Background: an optimization exercise with open tools, aiming at small area. Do not read the settings as production practice.
At most, simulation tests tie the RTL to the original design; equivalence was not proved.
Power and IR drop assume default switching activity.

==> flow/design.v <==
module uart_rx (
   input        i_Clock,
   input        i_Reset,
   input        i_Rx_Serial,
   output       o_Cmd,       
   output       o_Pop,       
   output       o_Hold,      
   output       o_Wr_Win,    
   output [7:0] o_Lane       
   );
  localparam s_IDLE   = 3'b000;
  localparam s_CMD2   = 3'b001;   
  localparam s_CLEAN  = 3'b010;   
  localparam s_CMD1   = 3'b011;   
  localparam s_START  = 3'b100;
  localparam s_STARTC = 3'b101;   
  localparam s_STOP   = 3'b110;
  localparam s_DATA   = 3'b111;
  reg       r_Rx_Data;
  reg [2:0] r_SM;
  reg [6:0] r_Cnt;
  reg [2:0] r_Idx;
  reg       r_Hold;
  reg       r_Miss;
  wire w_Busy  = r_SM[2];
  wire w_Start = r_SM[2] & ~r_SM[1];
  wire w_Data  = (r_SM == s_DATA);
  wire w_Full  = r_Cnt[6] & r_Cnt[4] & r_Cnt[2] & r_Cnt[1];    
  wire w_Samp  = w_Data & w_Full;
  wire [7:0] c_Cmd = 8'h5C;
  wire w_Exp = c_Cmd[r_Idx];
  wire [7:0] w_Cry;
  assign w_Cry[0] = 1'b1;
  genvar c;
  generate
    for (c = 0; c < 7; c = c + 1)
      begin : inc
        assign w_Cry[c+1] = w_Cry[c] & r_Cnt[c];
      end
  endgenerate
  always @(posedge i_Clock)
    begin
      if (i_Reset)
        r_Rx_Data <= 1'b1;
      else
        r_Rx_Data <= i_Rx_Serial;
    end
  always @(posedge i_Clock)
    begin
      r_Cnt <= w_Busy ? ({7{~w_Full}} & (r_Cnt ^ w_Cry[6:0])) : 7'd43;
      if (w_Samp)
        begin
          r_Hold <= r_Rx_Data;
          r_Miss <= ((r_Idx != 0) & r_Miss) | (r_Rx_Data ^ w_Exp);
        end
    end
  always @(posedge i_Clock)
    begin
      if (i_Reset)
        begin
          r_SM  <= s_IDLE;
          r_Idx <= 0;
        end
      else
        begin
          if (w_Samp)
            r_Idx <= r_Idx + 1;
          case (r_SM)
            s_START, s_STARTC :
              if (w_Full)
                r_SM <= r_Rx_Data ? s_IDLE : s_DATA;
              else
                r_SM <= s_START;
            s_DATA :
              if (w_Full && r_Idx == 7)
                r_SM <= s_STOP;
            s_STOP :
              if (w_Full)
                r_SM <= s_CLEAN;
            s_CLEAN :
              r_SM <= s_CMD1;
            s_CMD1 :
              r_SM <= r_Rx_Data ? s_CMD2 : s_STARTC;
            default :
              r_SM <= r_Rx_Data ? s_IDLE : s_START;
          endcase
        end
    end
  assign o_Cmd    = r_SM[0] & ~r_SM[1];
  assign o_Pop    = !r_Miss;
  assign o_Hold   = r_Hold;
  assign o_Wr_Win = (r_Cnt[6:5] == 2'b00) &
                    ((w_Data & (r_Idx != 0)) | (r_SM == s_STOP));
  genvar g;
  generate
    for (g = 0; g < 8; g = g + 1)
      begin : lane
        assign o_Lane[g] = (r_Idx == ((g + 1) % 8));
      end
  endgenerate
endmodule
module uart_tx (
   input        i_Clock,
   input        i_Reset,
   input        i_Rd,        
   input        i_Empty,     
   input        i_Hit,       
   input        i_Bit,       
   output [2:0] o_Lane,
   output       o_Tx_Active,
   output reg   o_Tx_Serial,
   output       o_Tx_Done
   );
  localparam s_CLEAN = 4'd0;
  localparam s_IDLED = 4'd1;   
  localparam s_IDLE  = 4'd2;
  localparam s_PRED  = 4'd4;
  localparam s_PRE   = 4'd5;
  localparam s_START = 4'd6;
  localparam s_DATA0 = 4'd7;   
  localparam s_STOP  = 4'd15;
  reg [3:0] r_SM;
  reg [6:0] r_Cnt;
  reg       r_Next;
  reg       r_Zero;
  wire w_Busy  = r_SM[3] | (r_SM[2] & r_SM[1]);           
  wire w_Ready = ~r_SM[3] & ~r_SM[2] & ~(r_SM[1] & r_SM[0]);   
  wire w_Start = (r_SM == s_START);
  wire w_Data  = r_SM[3] ? (r_SM != s_STOP) : (r_SM == s_DATA0);
  wire w_Full  = r_Cnt[6] & r_Cnt[4] & r_Cnt[2] & r_Cnt[1];    
  wire w_Fetch = w_Busy & (r_Cnt[6:5] == 2'b01) & i_Hit;
  wire [7:0] w_Cry;
  assign w_Cry[0] = 1'b1;
  genvar c;
  generate
    for (c = 0; c < 7; c = c + 1)
      begin : inc
        assign w_Cry[c+1] = w_Cry[c] & r_Cnt[c];
      end
  endgenerate
  always @(posedge i_Clock)
    begin
      r_Cnt <= {7{w_Busy & ~w_Full}} & (r_Cnt ^ w_Cry[6:0]);
      if (w_Fetch)
        r_Next <= i_Bit;
      if (w_Ready & i_Rd)
        r_Zero <= i_Empty;
    end
  always @(posedge i_Clock)
    begin
      if (i_Reset)
        begin
          r_SM        <= s_IDLE;
          o_Tx_Serial <= 1'b1;
        end
      else
        begin
          if (w_Start)
            o_Tx_Serial <= 1'b0;
          else if (w_Data)
            begin
              if (r_Cnt[6:5] == 2'b00)
                o_Tx_Serial <= r_Next & ~r_Zero;
            end
          else
            o_Tx_Serial <= 1'b1;
          case (r_SM)
            s_CLEAN :
              r_SM <= i_Rd ? s_PRED : s_IDLED;
            s_IDLED, s_IDLE, 4'd3 :
              r_SM <= i_Rd ? s_PRE : s_IDLE;
            s_PRED, s_PRE :
              r_SM <= s_START;
            default :
              if (w_Full)
                r_SM <= r_SM + 1'b1;
          endcase
        end
    end
  assign o_Lane      = r_SM[2:0] + 3'd2;
  assign o_Tx_Active = w_Busy;
  assign o_Tx_Done   = (r_SM == s_CLEAN) | (r_SM == s_IDLED) | (r_SM == s_PRED);
endmodule
module synq_fifo (
    input        clk,
    input        rst,
    input        wr_en,      
    input        rd_en,      
    input        lane_wr,    
    input  [7:0] lane_sel,
    input        lane_bit,
    input  [2:0] rd_lane,    
    output       rd_hit,     
    output       rd_bit,
    output       f_empty,
    output       f_full
    );
    reg [7:0] r_Ring [0:31];
    reg [4:0] a_pos, b_pos;
    reg       r_last_push;    
    wire w_eq   = (a_pos == b_pos);
    wire w_pop  = rd_en & ~f_empty;
    wire w_push = wr_en & ~f_full;
    wire w_wr   = lane_wr & (b_pos == 5'd0) & ~f_full;
    wire [5:0] a_bor, b_bor;
    assign a_bor[0] = ~w_pop;
    assign b_bor[0] = ~w_push;
    genvar g;
    generate
        for (g = 0; g < 5; g = g + 1)
        begin : dec
            assign a_bor[g+1] = a_bor[g] & ~a_pos[g];
            assign b_bor[g+1] = b_bor[g] & ~b_pos[g];
        end
    endgenerate
    integer i;
    always @(posedge clk)
    begin
        for (i = 0; i < 31; i = i + 1)
            r_Ring[i] <= r_Ring[i+1];
        r_Ring[31] <= (w_wr ? lane_sel : 8'h00) & {8{lane_bit}} |
                      (w_wr ? ~lane_sel : 8'hFF) & r_Ring[0];
    end
    always @(posedge clk)
    begin
        if (rst)
        begin
            a_pos  <= 0;
            b_pos  <= 0;
            r_last_push <= 0;
        end
        else
        begin
            a_pos <= a_pos ^ a_bor[4:0];
            b_pos <= b_pos ^ b_bor[4:0];
            if (w_pop)
                r_last_push <= 0;
            else if (w_push)
                r_last_push <= 1;
        end
    end
    assign rd_hit  = (a_pos == 5'd1);
    assign rd_bit  = r_Ring[0][rd_lane];
    assign f_empty = w_eq & ~r_last_push;
    assign f_full  = w_eq & r_last_push;
endmodule
module control_logic(
    input  i_Cmd,
    input  i_Pop,
    output o_wr_en,
    output o_rd_en
    );
    assign o_wr_en = i_Cmd & ~i_Pop;
    assign o_rd_en = i_Cmd & i_Pop;
endmodule
module top(
    input Clock,
    input Reset,
    input Rx_Serial,
    output f_full,
    output f_empty,
    output Tx_Active,
    output Tx_Serial,
    output Tx_Done
    );
    wire       cmd, pop, hold, wr_win, rd, wr, hit, rbit;
    wire [7:0] lane;
    wire [2:0] tx_lane;
uart_rx uart_rx_inst(
   .i_Clock(Clock),
   .i_Reset(Reset),
   .i_Rx_Serial(Rx_Serial),
   .o_Cmd(cmd),
   .o_Pop(pop),
   .o_Hold(hold),
   .o_Wr_Win(wr_win),
   .o_Lane(lane)
   );
control_logic control_logic_inst(
    .i_Cmd(cmd),
    .i_Pop(pop),
    .o_wr_en(wr),
    .o_rd_en(rd)
    );
synq_fifo synq_fifo_inst(
    .clk(Clock),
    .rst(Reset),
    .wr_en(wr),
    .rd_en(rd),
    .lane_wr(wr_win),
    .lane_sel(lane),
    .lane_bit(hold),
    .rd_lane(tx_lane),
    .rd_hit(hit),
    .rd_bit(rbit),
    .f_empty(f_empty),
    .f_full(f_full)
    );
uart_tx uart_tx_inst(
   .i_Clock(Clock),
   .i_Reset(Reset),
   .i_Rd(rd),
   .i_Empty(f_empty),
   .i_Hit(hit),
   .i_Bit(rbit),
   .o_Lane(tx_lane),
   .o_Tx_Active(Tx_Active),
   .o_Tx_Serial(Tx_Serial),
   .o_Tx_Done(Tx_Done)
   );
endmodule
Settings: LEC_CHECK=0, CAP_MARGIN=20, CORE_MARGIN=2, CORE_UTILIZATION=80, CTS_BUF_LIST=sky130_fd_sc_hd__clkbuf_8, CTS_CLUSTER_DIAMETER=50, CTS_CLUSTER_SIZE=20, PLACE_DENSITY=0.92, SLEW_MARGIN=20; clock period 10.0 ns.
standard.sh (not shown) runs the stock make flow with config.mk's settings and CLKGATE_MAP_FILE= SYNTH_SCRIPT=/design/flow/synth_recipe.tcl, a recipe that flattens the netlist after the stock synthesis.
==> flow/flow/run.sh <==
#!/bin/bash
# Standard layout; the clock tree is built without dummy loads and the
# ports get the smallest buffer. Every tool writes its output to standard.log.
export CTS_ARGS="-sink_clustering_enable -repair_clock_nets -sink_clustering_size 12 -sink_clustering_max_diameter 40 -buf_list sky130_fd_sc_hd__clkbuf_4 -dont_use_dummy_load"
export BUFFER_PORTS_ARGS="-buffer_cell sky130_fd_sc_hd__buf_1"
bash standard.sh > standard.log 2>&1
Next try:
--- a/flow/design.v
+++ b/flow/design.v
@@ -110,26 +110,27 @@
    output       o_Tx_Active,
    output reg   o_Tx_Serial,
    output       o_Tx_Done
    );
-  localparam s_CLEAN = 4'd0;
-  localparam s_IDLED = 4'd1;   
-  localparam s_IDLE  = 4'd2;
-  localparam s_PRED  = 4'd4;
-  localparam s_PRE   = 4'd5;
-  localparam s_START = 4'd6;
-  localparam s_DATA0 = 4'd7;   
-  localparam s_STOP  = 4'd15;
-  reg [3:0] r_SM;
+  localparam s_IDLE  = 3'b000;
+  localparam s_IDLED = 3'b001;   
+  localparam s_CLEAN = 3'b010;
+  localparam s_PRED  = 3'b011;
+  localparam s_PRE   = 3'b100;
+  localparam s_DATA  = 3'b101;
+  localparam s_START = 3'b110;
+  localparam s_STOP  = 3'b111;
+  reg [2:0] r_SM;
   reg [6:0] r_Cnt;
+  reg [2:0] r_Idx;    
   reg       r_Next;
   reg       r_Zero;
-  wire w_Busy  = r_SM[3] | (r_SM[2] & r_SM[1]);           
-  wire w_Ready = ~r_SM[3] & ~r_SM[2] & ~(r_SM[1] & r_SM[0]);   
+  wire w_Busy  = r_SM[2] & (r_SM[1] | r_SM[0]);
+  wire w_Ready = ~r_SM[2] & ~(r_SM[1] & r_SM[0]);
+  wire w_Data  = (r_SM == s_DATA);
   wire w_Start = (r_SM == s_START);
-  wire w_Data  = r_SM[3] ? (r_SM != s_STOP) : (r_SM == s_DATA0);
   wire w_Full  = r_Cnt[6] & r_Cnt[4] & r_Cnt[2] & r_Cnt[1];    
-  wire w_Fetch = w_Busy & (r_Cnt[6:5] == 2'b01) & i_Hit;
+  wire w_Fetch = (w_Start | w_Data) & (r_Cnt[6:5] == 2'b01) & i_Hit;
   wire [7:0] w_Cry;
   assign w_Cry[0] = 1'b1;
   genvar c;
   generate
@@ -142,20 +143,23 @@
     begin
       r_Cnt <= {7{w_Busy & ~w_Full}} & (r_Cnt ^ w_Cry[6:0]);
       if (w_Fetch)
         r_Next <= i_Bit;
-      if (w_Ready & i_Rd)
+      if (w_Ready)
         r_Zero <= i_Empty;
     end
   always @(posedge i_Clock)
     begin
       if (i_Reset)
         begin
           r_SM        <= s_IDLE;
+          r_Idx       <= 0;
           o_Tx_Serial <= 1'b1;
         end
       else
         begin
+          if (w_Full && (w_Start || (w_Data && r_Idx != 0)))
+            r_Idx <= r_Idx + 1;
           if (w_Start)
             o_Tx_Serial <= 1'b0;
           else if (w_Data)
             begin
@@ -164,23 +168,29 @@
             end
           else
             o_Tx_Serial <= 1'b1;
           case (r_SM)
+            s_IDLE, s_IDLED :
+              r_SM <= i_Rd ? s_PRE : s_IDLE;
             s_CLEAN :
               r_SM <= i_Rd ? s_PRED : s_IDLED;
-            s_IDLED, s_IDLE, 4'd3 :
-              r_SM <= i_Rd ? s_PRE : s_IDLE;
-            s_PRED, s_PRE :
+            s_PRE, s_PRED :
               r_SM <= s_START;
-            default :
+            s_START :
+              if (w_Full)
+                r_SM <= s_DATA;
+            s_DATA :
+              if (w_Full && r_Idx == 0)
+                r_SM <= s_STOP;
+            s_STOP :
               if (w_Full)
-                r_SM <= r_SM + 1'b1;
+                r_SM <= s_CLEAN;
           endcase
         end
     end
-  assign o_Lane      = r_SM[2:0] + 3'd2;
+  assign o_Lane      = r_Idx;
   assign o_Tx_Active = w_Busy;
-  assign o_Tx_Done   = (r_SM == s_CLEAN) | (r_SM == s_IDLED) | (r_SM == s_PRED);
+  assign o_Tx_Done   = ~r_SM[2] & (r_SM[1] | r_SM[0]);
 endmodule
 module synq_fifo (
     input        clk,
     input        rst,
After rerunning: The changed run completed with no timing, DRC or antenna violations. Total power came out lower by 6.4%. Fmax came out higher by 5.5%. Sequential cell count came out higher by 2. Via count came out lower by 1.3%. Synthesized cell count came out lower by 0.60%. Worst hold slack gets worse by 0.020 ns. Worst setup slack gets better by 0.22 ns. Count of clock-buffer cells in the layout stays the same. Wire length came out higher by 2.7%. Clock skew came out lower by 0.0042 ns. Area after synthesis came out lower by 0.44%. Sequential power hardly moves.
No run of this note included a check of the RTL's function; only the layout flow was run.


top, a different RTL version from the one above (not shown whole).
Size: ~510 cells after synthesis, roughly 300 flip-flops.
==> module uart_rx, before the edit <==
module uart_rx (
   input        i_Clock,
   input        i_Reset,
   input        i_Rx_Serial,
   output       o_Cmd,       
   output       o_Pop,       
   output       o_Hold,      
   output       o_Wr_Win,    
   output [7:0] o_Lane       
   );
  localparam s_IDLE   = 3'b000;
  localparam s_CMD2   = 3'b001;   
  localparam s_CLEAN  = 3'b010;   
  localparam s_CMD1   = 3'b011;   
  localparam s_START  = 3'b100;
  localparam s_STARTC = 3'b101;   
  localparam s_STOP   = 3'b110;
  localparam s_DATA   = 3'b111;
  reg       r_Rx_Data;
  reg [2:0] r_SM;
  reg [6:0] r_Cnt;
  reg [2:0] r_Idx;
  reg       r_Hold;
  reg       r_Miss;
  wire w_Busy  = r_SM[2];
  wire w_Start = r_SM[2] & ~r_SM[1];
  wire w_Data  = (r_SM == s_DATA);
  wire w_Half  = r_Cnt[5] & r_Cnt[3] & r_Cnt[1] & r_Cnt[0];    
  wire w_Full  = r_Cnt[6] & r_Cnt[4] & r_Cnt[2] & r_Cnt[1];    
  wire w_End   = w_Start ? w_Half : w_Full;
  wire w_Samp  = w_Data & w_Full;
  wire [7:0] c_Cmd = 8'h5C;
  wire w_Exp = c_Cmd[r_Idx];
  wire [7:0] w_Cry;
  assign w_Cry[0] = 1'b1;
  genvar c;
  generate
    for (c = 0; c < 7; c = c + 1)
      begin : inc
        assign w_Cry[c+1] = w_Cry[c] & r_Cnt[c];
      end
  endgenerate
  always @(posedge i_Clock)
    begin
      if (i_Reset)
        r_Rx_Data <= 1'b1;
      else
        r_Rx_Data <= i_Rx_Serial;
    end
  always @(posedge i_Clock)
    begin
      r_Cnt <= {7{w_Busy & ~w_End}} & (r_Cnt ^ w_Cry[6:0]);
      if (w_Samp)
        begin
          r_Hold <= r_Rx_Data;
          r_Miss <= ((r_Idx != 0) & r_Miss) | (r_Rx_Data ^ w_Exp);
        end
    end
  always @(posedge i_Clock)
    begin
      if (i_Reset)
        begin
          r_SM  <= s_IDLE;
          r_Idx <= 0;
        end
      else
        begin
          if (w_Samp)
            r_Idx <= r_Idx + 1;
          case (r_SM)
            s_START, s_STARTC :
              if (w_Half)
                r_SM <= r_Rx_Data ? s_IDLE : s_DATA;
              else
                r_SM <= s_START;
            s_DATA :
              if (w_Full && r_Idx == 7)
                r_SM <= s_STOP;
            s_STOP :
              if (w_Full)
                r_SM <= s_CLEAN;
            s_CLEAN :
              r_SM <= s_CMD1;
            s_CMD1 :
              r_SM <= r_Rx_Data ? s_CMD2 : s_STARTC;
            default :
              r_SM <= r_Rx_Data ? s_IDLE : s_START;
          endcase
        end
    end
  assign o_Cmd    = r_SM[0] & ~r_SM[1];
  assign o_Pop    = !r_Miss;
  assign o_Hold   = r_Hold;
  assign o_Wr_Win = (r_Cnt[6:5] == 2'b00) &
                    ((w_Data & (r_Idx != 0)) | (r_SM == s_STOP));
  genvar g;
  generate
    for (g = 0; g < 8; g = g + 1)
      begin : lane
        assign o_Lane[g] = (r_Idx == ((g + 1) % 8));
      end
  endgenerate
endmodule
==> module uart_tx, before the edit <==
module uart_tx (
   input        i_Clock,
   input        i_Reset,
   input        i_Rd,        
   input        i_Empty,     
   input        i_Hit,       
   input        i_Bit,       
   output [2:0] o_Lane,
   output       o_Tx_Active,
   output reg   o_Tx_Serial,
   output       o_Tx_Done
   );
  localparam s_IDLE  = 3'b000;
  localparam s_IDLED = 3'b001;   
  localparam s_CLEAN = 3'b010;
  localparam s_PRED  = 3'b011;
  localparam s_PRE   = 3'b100;
  localparam s_DATA  = 3'b101;
  localparam s_START = 3'b110;
  localparam s_STOP  = 3'b111;
  reg [2:0] r_SM;
  reg [6:0] r_Cnt;
  reg [2:0] r_Idx;    
  reg       r_Next;
  reg       r_Zero;
  wire w_Busy  = r_SM[2] & (r_SM[1] | r_SM[0]);
  wire w_Ready = ~r_SM[2] & ~(r_SM[1] & r_SM[0]);
  wire w_Data  = (r_SM == s_DATA);
  wire w_Start = (r_SM == s_START);
  wire w_Full  = r_Cnt[6] & r_Cnt[4] & r_Cnt[2] & r_Cnt[1];    
  wire w_Fetch = (w_Start | w_Data) & (r_Cnt[6:5] == 2'b01) & i_Hit;
  wire [7:0] w_Cry;
  assign w_Cry[0] = 1'b1;
  genvar c;
  generate
    for (c = 0; c < 7; c = c + 1)
      begin : inc
        assign w_Cry[c+1] = w_Cry[c] & r_Cnt[c];
      end
  endgenerate
  always @(posedge i_Clock)
    begin
      r_Cnt <= {7{w_Busy & ~w_Full}} & (r_Cnt ^ w_Cry[6:0]);
      if (w_Fetch)
        r_Next <= i_Bit;
      if (w_Ready & i_Rd)
        r_Zero <= i_Empty;
    end
  always @(posedge i_Clock)
    begin
      if (i_Reset)
        begin
          r_SM        <= s_IDLE;
          r_Idx       <= 0;
          o_Tx_Serial <= 1'b1;
        end
      else
        begin
          if (w_Full && (w_Start || (w_Data && r_Idx != 0)))
            r_Idx <= r_Idx + 1;
          if (w_Start)
            o_Tx_Serial <= 1'b0;
          else if (w_Data)
            begin
              if (r_Cnt == 0)
                o_Tx_Serial <= r_Next & ~r_Zero;
            end
          else
            o_Tx_Serial <= 1'b1;
          case (r_SM)
            s_IDLE, s_IDLED :
              r_SM <= i_Rd ? s_PRE : s_IDLE;
            s_CLEAN :
              r_SM <= i_Rd ? s_PRED : s_IDLED;
            s_PRE, s_PRED :
              r_SM <= s_START;
            s_START :
              if (w_Full)
                r_SM <= s_DATA;
            s_DATA :
              if (w_Full && r_Idx == 0)
                r_SM <= s_STOP;
            s_STOP :
              if (w_Full)
                r_SM <= s_CLEAN;
          endcase
        end
    end
  assign o_Lane      = r_Idx;
  assign o_Tx_Active = w_Busy;
  assign o_Tx_Done   = ~r_SM[2] & (r_SM[1] | r_SM[0]);
endmodule
==> flow/config.mk <==
export PLATFORM = sky130hd
export DESIGN_NAME = top
export DESIGN_NICKNAME = top
export VERILOG_FILES = /design/flow/design.v
export SDC_FILE = /design/flow/constraint.sdc
export NUM_CORES = 4
export LEC_CHECK = 0
export CAP_MARGIN = 20
export CORE_MARGIN = 2
export CORE_UTILIZATION = 70
export CTS_BUF_LIST = sky130_fd_sc_hd__clkbuf_8
export CTS_CLUSTER_DIAMETER = 50
export CTS_CLUSTER_SIZE = 20
export PLACE_DENSITY = 0.85
export SLEW_MARGIN = 20
==> flow/constraint.sdc <==
create_clock -name core_clock -period 10.0 [get_ports {Clock}]
set_input_delay 2.0000 -clock core_clock [delete_from_list [all_inputs] [get_ports {Clock}]]
set_output_delay 2.0000 -clock core_clock [all_outputs]
set_load 0.01 [all_outputs]
run.sh (not shown) runs the stock make flow with config.mk's settings and CLKGATE_MAP_FILE= SYNTH_SCRIPT=/design/flow/synth_recipe.tcl, a recipe that flattens the netlist after the stock synthesis.
Stock flow here: none of the scripts above is used.
Change:
--- a/flow/design.v
+++ b/flow/design.v
@@ -26,7 +26,5 @@
   wire w_Start = r_SM[2] & ~r_SM[1];
   wire w_Data  = (r_SM == s_DATA);
-  wire w_Half  = r_Cnt[5] & r_Cnt[3] & r_Cnt[1] & r_Cnt[0];    
   wire w_Full  = r_Cnt[6] & r_Cnt[4] & r_Cnt[2] & r_Cnt[1];    
-  wire w_End   = w_Start ? w_Half : w_Full;
   wire w_Samp  = w_Data & w_Full;
   wire [7:0] c_Cmd = 8'h5C;
@@ -50,5 +48,5 @@
   always @(posedge i_Clock)
     begin
-      r_Cnt <= {7{w_Busy & ~w_End}} & (r_Cnt ^ w_Cry[6:0]);
+      r_Cnt <= w_Busy ? ({7{~w_Full}} & (r_Cnt ^ w_Cry[6:0])) : 7'd43;
       if (w_Samp)
         begin
@@ -70,5 +68,5 @@
           case (r_SM)
             s_START, s_STARTC :
-              if (w_Half)
+              if (w_Full)
                 r_SM <= r_Rx_Data ? s_IDLE : s_DATA;
               else
@@ -166,5 +164,5 @@
           else if (w_Data)
             begin
-              if (r_Cnt == 0)
+              if (r_Cnt[6:5] == 2'b00)
                 o_Tx_Serial <= r_Next & ~r_Zero;
             end
Effect: Worst setup slack improves by 280 ps. Non-clock buffer count does not change. Area after synthesis fell by 1.3%. Sequential cell count stays the same. Via count drops by 4.9%. Wire length fell by 4.1%. Clock-buffer cell count is unchanged. Die area falls by 1.3%.

==> port drivers added, routing unchanged <==
The results above use ideal ports. As a check the final layouts listed here were re-extracted and re-timed, cells and wires unchanged. Step 1, drivers: a clkbuf_16 drives Clock and a buf_2 each remaining input, both assumed. Step 2 times the ports against the registers' clock, not the clock port: input delays grow and output delays shrink by t, the midpoint of the rising clock arrivals with the driver on. Three values: ideal ports, drivers, drivers and shift; two values: the first two.
run | t (ns) | slack for setup (ns) | worst hold slack (ns) | cell pins on the clock port's net
the first run of note 1 | 0.639 | 5.681 / 5.647 / 6.287 | 0.307 / 0.307 / 0.307 | 1
the second run of note 1 | 0.622 | 5.905 / 5.871 / 6.493 | 0.287 / 0.287 / 0.287 | 1
the first run of note 2 | 0.539 | 5.376 / 5.340 / 5.879 | 0.318 / 0.318 / 0.318 | 1
the second run of note 2 | 0.537 | 5.654 / 5.621 / 6.158 | 0.323 / 0.323 / 0.323 | 1
After both steps every run listed still meets setup and hold.
